What follows belongs to an exercise in optimizing a design on an open flow for small area; a production flow would make more cautious choices. Only simulation tests tie the RTL to the original design; equivalence was not proved. Power and IR drop assume default switching activity.

## vga_top
module vga_top(
	input ClkPort,
	input BtnC,
	input BtnU,
	input BtnD,
	input BtnR,
	input BtnL,
	input MoveTick,  
	output hSync, vSync,
	output [3:0] vgaR, vgaG, vgaB,
	output An0, An1, An2, An3, An4, An5, An6, An7,
	output Ca, Cb, Cc, Cd, Ce, Cf, Cg, Dp,
	output MemOE, MemWR, RamCS, QuadSpiFlashCS
	);
	wire bright;
	wire [9:0] hc, vc;
	wire [3:0] lives;
	wire [6:0] ssdOut;
	wire [3:0] anode;
	wire [11:0] rgb;
	display_controller dc(.clk(ClkPort), .rst(BtnC), .hSync(hSync), .vSync(vSync), .bright(bright), .hCount(hc), .vCount(vc));
	game_control sc(.clk(ClkPort), .en(MoveTick), .bright(bright), .rst(BtnC), .up(BtnU), .down(BtnD), .left(BtnL), .right(BtnR), .hCount(hc), .vCount(vc), .rgb(rgb), .lives(lives));
	display_lives cnt(.displayNumber(lives), .anode(anode), .ssdOut(ssdOut));
	assign vgaR = rgb[11 : 8];
	assign vgaG = rgb[7  : 4];
	assign vgaB = rgb[3  : 0];
	assign {MemOE, MemWR, RamCS, QuadSpiFlashCS} = 4'b1111;
	assign {An7, An6, An5, An4, An3, An2, An1, An0} = {4'b1111, anode};
	assign {Ca, Cb, Cc, Cd, Ce, Cf, Cg} = ssdOut[6 : 0];
	assign Dp = 1'b1;  
endmodule
Size: about 940 cells after synthesis, ~7800 sq um of cells after synthesis.
clock: 12.0 ns
lec_check: 0
cap_margin: 20
core_margin: 2
core_utilization: 50
cts_buf_list: sky130_fd_sc_hd__clkbuf_8
place_density: 0.65
slew_margin: 20
standard.sh (not shown) runs the stock make flow with config.mk's settings and CLKGATE_MAP_FILE= SYNTH_SCRIPT=/design/flow/synth_recipe.tcl, a recipe that flattens the netlist after the stock synthesis.
==> flow/flow/run.sh <==
#!/bin/bash
# The standard layout (standard.sh: ORFS synthesis through finish), with:
#  - synthesis: synth_recipe.tcl unchanged, except that its technology mapping
#    step runs an area-oriented ABC script (flow/synth.tcl, flow/abc_area.script);
#  - the port buffers that global placement inserts on every input and output use
#    the smallest buffer cell;
#  - the constant outputs share the tie cells synthesis gives them (no tie fanout repair);
#  - clock tree synthesis adds no dummy loads (its other arguments are the
#    standard ones, with the clkbuf_8 buffer list of config.mk).
# Each make call's output goes to its own flow_make_*.log; each ORFS step keeps its
# own log under orfs/logs/.
set -euo pipefail
W="$PWD"
export FLOW_ABC_SCRIPT="$W/flow/abc_area.script"
export FLOW_SYNTH_TCL="$W/synth_recipe.tcl"
export SKIP_REPAIR_TIE_FANOUT=1
export BUFFER_PORTS_ARGS="-buffer_cell sky130_fd_sc_hd__buf_1"
export CTS_ARGS="-sink_clustering_enable -repair_clock_nets -buf_list sky130_fd_sc_hd__clkbuf_8 -dont_use_dummy_load"
bash standard.sh synth SYNTH_SCRIPT="$W/flow/synth.tcl" > flow_make_synth.log 2>&1
bash standard.sh finish SYNTH_SCRIPT="$W/flow/synth.tcl" > flow_make_finish.log 2>&1
==> flow/flow/abc_area.script <==
&get -n
&st
&synch2
&dch -f
&nf -p -R 1000
&st
&syn2
&synch2
&dch -f
&nf -p -R 1000
&st
&synch2
&dch -f
&nf -p -R 1000
&st
&synch2
&dch -f
&nf -p -R 1000
&st
&synch2
&dch -f
&nf -p -R 1000
&put
==> flow/flow/synth.tcl <==
# The standard flow's synthesis script (synth_recipe.tcl in the flow's work folder), with the
# technology mapping step (ORFS's final "abc -script ..." call) run with
# flow/abc_area.script, an area-oriented ABC script, in place of ORFS's script.
# Flip-flops are mapped before this step, so the registers are the standard ones.
proc abc {args} {
  set i [lsearch -exact $args -script]
  if {$i >= 0} {
    set args [lreplace $args [expr {$i + 1}] [expr {$i + 1}] $::env(FLOW_ABC_SCRIPT)]
  }
  puts "abc mapping script: $::env(FLOW_ABC_SCRIPT)"
  yosys abc {*}$args
}
source $::env(FLOW_SYNTH_TCL)
The starting point went through all stages and came out clean.
Then changed:
Settings changed: CORE_UTILIZATION 50 to 40, PLACE_DENSITY 0.65 to 0.6.
Outcome:
- count of clock-buffer cells in the layout does not change
- power stays flat
- design area rose slightly
- clock power is about the same
- synthesized cell count is unchanged
- final cell count goes up by a few percent
- first-iteration DRC count falls by a few percent
- setup slack got worse by 0.23 ns
- sequential share of layout area falls by 0.35 points
- global-route usage drops by 5.8 points
- sequential power is about the same
Then changed:
--- a/flow/flow/run.sh
+++ b/flow/flow/run.sh
@@ -16,5 +16,5 @@
 export SKIP_REPAIR_TIE_FANOUT=1
 export BUFFER_PORTS_ARGS="-buffer_cell sky130_fd_sc_hd__buf_1"
-export CTS_ARGS="-sink_clustering_enable -repair_clock_nets -buf_list sky130_fd_sc_hd__clkbuf_8 -dont_use_dummy_load"
+export CTS_ARGS="-sink_clustering_enable -repair_clock_nets -root_buf sky130_fd_sc_hd__clkbuf_8 -buf_list sky130_fd_sc_hd__clkbuf_4 -dont_use_dummy_load"
 bash standard.sh synth SYNTH_SCRIPT="$W/flow/synth.tcl" > flow_make_synth.log 2>&1
 bash standard.sh finish SYNTH_SCRIPT="$W/flow/synth.tcl" > flow_make_finish.log 2>&1
--- a/flow/flow/abc_area.script
+++ b/flow/flow/abc_area.script
@@ -21,3 +21,23 @@
 &dch -f
 &nf -p -R 1000
+&st
+&synch2
+&dch -f
+&nf -p -R 1000
+&st
+&synch2
+&dch -f
+&nf -p -R 1000
+&st
+&synch2
+&dch -f
+&nf -p -R 1000
+&st
+&synch2
+&dch -f
+&nf -p -R 1000
+&st
+&synch2
+&dch -f
+&nf -p -R 1000
 &put
Settings changed: CORE_UTILIZATION 40 to 50, PLACE_DENSITY 0.6 to 0.65.
Maximum frequency is higher by 2.2%.
Final cell count fell by 9.6%.
Critical path depth is lower by 4.
Setup slack is better by 0.19 ns.
Design area went down by 2.4%.
Utilization climbs by 11 points.
Wire length is lower by 7.3%.
Total power came out lower by 1.2%.
Then changed:
--- a/flow/flow/run.sh
+++ b/flow/flow/run.sh
@@ -16,5 +16,5 @@
 export SKIP_REPAIR_TIE_FANOUT=1
 export BUFFER_PORTS_ARGS="-buffer_cell sky130_fd_sc_hd__buf_1"
-export CTS_ARGS="-sink_clustering_enable -repair_clock_nets -root_buf sky130_fd_sc_hd__clkbuf_8 -buf_list sky130_fd_sc_hd__clkbuf_4 -dont_use_dummy_load"
+export CTS_ARGS="-sink_clustering_enable -repair_clock_nets -buf_list sky130_fd_sc_hd__clkbuf_8 -dont_use_dummy_load"
 bash standard.sh synth SYNTH_SCRIPT="$W/flow/synth.tcl" > flow_make_synth.log 2>&1
 bash standard.sh finish SYNTH_SCRIPT="$W/flow/synth.tcl" > flow_make_finish.log 2>&1
Settings changed: CORE_UTILIZATION 50 to 40, PLACE_DENSITY 0.65 to 0.6.
After rerunning:
- cell area goes up by 0.80%
- utilization goes down by 10 points
- flip-flop and latch count is unchanged
- routed wire length goes up by 3.8%
- setup slack got worse by 0.095 ns

---

Another version of the RTL of vga_top (not shown whole).
Size in the first run: roughly 89 flip-flops, ~8800 sq um of cells after synthesis.
make LEC_CHECK=0 CAP_MARGIN=20 CORE_MARGIN=2 CORE_UTILIZATION=65 CTS_BUF_LIST=sky130_fd_sc_hd__clkbuf_8 PLACE_DENSITY=0.75 SLEW_MARGIN=20 finish   # period 12.0 ns
run.sh (not shown) runs the stock make flow with config.mk's settings and CLKGATE_MAP_FILE= SYNTH_SCRIPT=/design/flow/synth_recipe.tcl, a recipe that flattens the netlist after the stock synthesis.
Stock flow here: none of the scripts above is used.
==> next run, changes <==
==> flow/flow/run.sh (new file) <==
#!/bin/bash
# Standard layout, with the smallest buffer cell on the ports.
set -euo pipefail
export BUFFER_PORTS_ARGS="-buffer_cell sky130_fd_sc_hd__buf_1"
bash standard.sh > flow_make.log 2>&1
==> flow/standard.sh (new file) <==
#!/bin/bash
# synth_recipe.tcl (not shown) runs the flow's synth.tcl, then flattens the netlist and writes it again
# the make line also repeats each setting of config.mk as NAME=value (left out here)
make -C /OpenROAD-flow-scripts/flow DESIGN_CONFIG=/design/flow/config.mk WORK_HOME=/design/flow/orfs CLKGATE_MAP_FILE= SYNTH_SCRIPT=/design/flow/synth_recipe.tcl "${@:-finish}"
Settings changed: CORE_UTILIZATION 65 to 40, PLACE_DENSITY 0.75 to 0.6.
removed: flow/run.sh
Effect: The new run completed with no timing, DRC or antenna violations; non-clock buffer count came out lower by 2; flip-flop and latch count does not change; cell area came out lower by 0.45%; clock power barely changes; sequential share of layout area is higher by 0.11 points; final cell count rises by 8.4%; die area went up by 60%; global-route usage drops by 15 points; setup slack gets better by 0.41 ns; power went down by 2.1%; first-iteration DRC count drops by 40%.
==> next run, changes <==
==> flow/flow/run.sh (replaced) <==
#!/bin/bash
# Standard layout, with power recovery (downsizing of gates that have timing slack)
# after global routing.
set -euo pipefail
export RECOVER_POWER=100
bash standard.sh > flow_make.log 2>&1
What happened: With this change the flow produced a layout that fails on max-capacitance violations, max-slew violations. Die area is unchanged. Critical path depth does not change. Maximum frequency decreases by 7.5%. Cell area increases by about 1%. Via count increases by 1.0%. First-iteration DRC count increases by about 16%. Non-clock buffer count increases by 1. Routed wire length increases by 1.3%. Hold slack is better by 0.011 ns.
==> next run, changes <==
==> flow/flow/run.sh (replaced) <==
#!/bin/bash
set -euo pipefail
export BUFFER_PORTS_ARGS="-buffer_cell sky130_fd_sc_hd__buf_1"
export CTS_ARGS="-sink_clustering_enable -repair_clock_nets -buf_list sky130_fd_sc_hd__clkbuf_8 -dont_use_dummy_load"
bash standard.sh > flow_make.log 2>&1
Outcome: This time the run completed without violations; critical path depth stays the same; die area is unchanged; sequential cell count does not change.

---

## JK
vga_top, a different RTL version from the one above (not shown whole).
For scale: ~950 cells after synthesis, about 89 flip-flops, about 8000 sq um of cells after synthesis.
==> flow/config.mk <==
export PLATFORM = sky130hd
export DESIGN_NAME = vga_top
export DESIGN_NICKNAME = vga_top
export VERILOG_FILES = /design/flow/design.v
export SDC_FILE = /design/flow/constraint.sdc
export NUM_CORES = 4
export LEC_CHECK = 0
export CAP_MARGIN = 20
export CORE_MARGIN = 2
export CORE_UTILIZATION = 40
export CTS_BUF_LIST = sky130_fd_sc_hd__clkbuf_8
export PLACE_DENSITY = 0.6
export SLEW_MARGIN = 20
==> flow/constraint.sdc <==
create_clock -name core_clock -period 12.0 [get_ports {ClkPort}]
set_input_delay 2.4000 -clock core_clock [delete_from_list [all_inputs] [get_ports {ClkPort}]]
set_output_delay 2.4000 -clock core_clock [all_outputs]
set_load 0.01 [all_outputs]
standard.sh (not shown) runs the stock make flow with config.mk's settings and CLKGATE_MAP_FILE= SYNTH_SCRIPT=/design/flow/synth_recipe.tcl, a recipe that flattens the netlist after the stock synthesis.
==> flow/flow/run.sh <==
#!/bin/bash
# The standard layout (standard.sh: ORFS synthesis through finish), with:
#  - synthesis: synth_recipe.tcl unchanged, except that its technology mapping
#    step runs an area-oriented ABC script (flow/synth.tcl, flow/abc_area.script);
#  - the port buffers that global placement inserts on every input and output use
#    the smallest buffer cell;
#  - clock tree synthesis adds no dummy loads (its other arguments are the
#    standard ones, with the clkbuf_8 buffer list of config.mk).
# Each make call's output goes to its own flow_make_*.log; each ORFS step keeps its
# own log under orfs/logs/.
set -euo pipefail
W="$PWD"
export FLOW_ABC_SCRIPT="$W/flow/abc_area.script"
export FLOW_SYNTH_TCL="$W/synth_recipe.tcl"
export BUFFER_PORTS_ARGS="-buffer_cell sky130_fd_sc_hd__buf_1"
export CTS_ARGS="-sink_clustering_enable -repair_clock_nets -buf_list sky130_fd_sc_hd__clkbuf_8 -dont_use_dummy_load"
bash standard.sh synth SYNTH_SCRIPT="$W/flow/synth.tcl" > flow_make_synth.log 2>&1
bash standard.sh finish SYNTH_SCRIPT="$W/flow/synth.tcl" > flow_make_finish.log 2>&1
==> flow/flow/abc_area.script <==
&get -n
&st
&synch2
&dch
&nf -p -R 1000
&st
&syn2
&synch2
&dch
&nf -p -R 1000
&st
&synch2
&dch
&nf -p -R 1000
&put
Scripts as last shown in full above: flow/flow/synth.tcl
Here is what was changed in the inputs of MS compared with JK.
==> flow/flow/run.sh <==
#!/bin/bash
set -euo pipefail
export BUFFER_PORTS_ARGS="-buffer_cell sky130_fd_sc_hd__buf_1"
export CTS_ARGS="-sink_clustering_enable -repair_clock_nets -buf_list sky130_fd_sc_hd__clkbuf_8 -dont_use_dummy_load -sink_clustering_size 24 -sink_clustering_max_diameter 250"
bash standard.sh > flow_make.log 2>&1
removed: flow/flow/abc_area.script
removed: flow/flow/synth.tcl
--- outcome ---
Compared with JK, MS shows synthesized instance count higher by 9.7%.
Looking at maximum frequency, MS sits about 1.9% above JK.
The clock network area share of MS and that of JK are within noise of each other.
Routed wire length delta for MS relative to JK: about 2.4% higher
Input-level comparison between AL and MS:
==> flow/flow/run.sh <==
#!/bin/bash
set -euo pipefail
export BUFFER_PORTS_ARGS="-buffer_cell sky130_fd_sc_hd__buf_1"
export CTS_ARGS="-sink_clustering_enable -repair_clock_nets -buf_list sky130_fd_sc_hd__clkbuf_8 -dont_use_dummy_load -sink_clustering_size 16 -sink_clustering_max_diameter 150"
bash standard.sh > flow_make.log 2>&1
--- outcome ---
Wire length of the first global-routing pass across MS and AL: no real change.
As far as core utilization goes, MS and AL are indistinguishable; the numbers are identical.
The global placement routability congestion was comparable across MS and AL.
## Diff of input files: TR against AL
==> flow/flow/run.sh <==
#!/bin/bash
set -euo pipefail
export BUFFER_PORTS_ARGS="-buffer_cell sky130_fd_sc_hd__buf_1"
export CTS_ARGS="-sink_clustering_enable -repair_clock_nets -buf_list sky130_fd_sc_hd__clkbuf_8 -dont_use_dummy_load"
bash standard.sh > flow_make.log 2>&1
==> comparison <==
- TR: PASS, flow complete, no timing, DRC or antenna violations
- Final non-filler cell area came out exactly the same in AL and TR.
- From TR to AL, global-route wire length before repair did not move at all.
- As far as time the worst path needs with I/O delays and setup is concerned, TR and AL perform about the same.

-- static timing again, ports no longer ideal --
No port has a modelled driver above. Below, the same layouts with a new extraction and two added sets of constraints.
Step 1: set_driving_cell puts a clkbuf_16 on ClkPort and a buf_2 on each other input, an assumption about the parent block.
Step 2 moves the port delays by t, midway between the first and last clock arrival at a register: inputs arrive t later, outputs are due t later. That takes back most of the time a late clock gives input paths.
Slacks: ideal / step 1 / step 2; pairs: ideal / step 1.
run | t, ns | setup WS [ns] | worst setup path after step 2
the first run of note 1 | 0.410 | 3.409 / 3.368 / 3.779 | register to output
the second run of note 1 | 0.416 | 3.175 / 3.139 / 3.555 | register to output
the third run of note 1 | 0.417 | 3.361 / 3.324 / 3.741 | register to output
the fourth run of note 1 | 0.425 | 3.266 / 3.225 / 3.650 | register to output
the first run of note 2 | 0.434 | 2.834 / 2.795 / 3.229 | register to output
the second run of note 2 | 0.431 | 3.240 / 3.203 / 3.634 | register to output
the third run of note 2 | 0.424 | 2.526 / 2.488 / 2.912 | register to output
the fourth run of note 2 | 0.421 | 3.288 / 3.250 / 3.671 | register to output
JK | 0.416 | 2.685 / 2.649 / 3.065 | register to output
MS | 0.422 | 2.855 / 2.812 / 3.234 | register to output
AL | 0.422 | 2.855 / 2.812 / 3.234 | register to output
TR | 0.422 | 2.855 / 2.812 / 3.234 | register to output
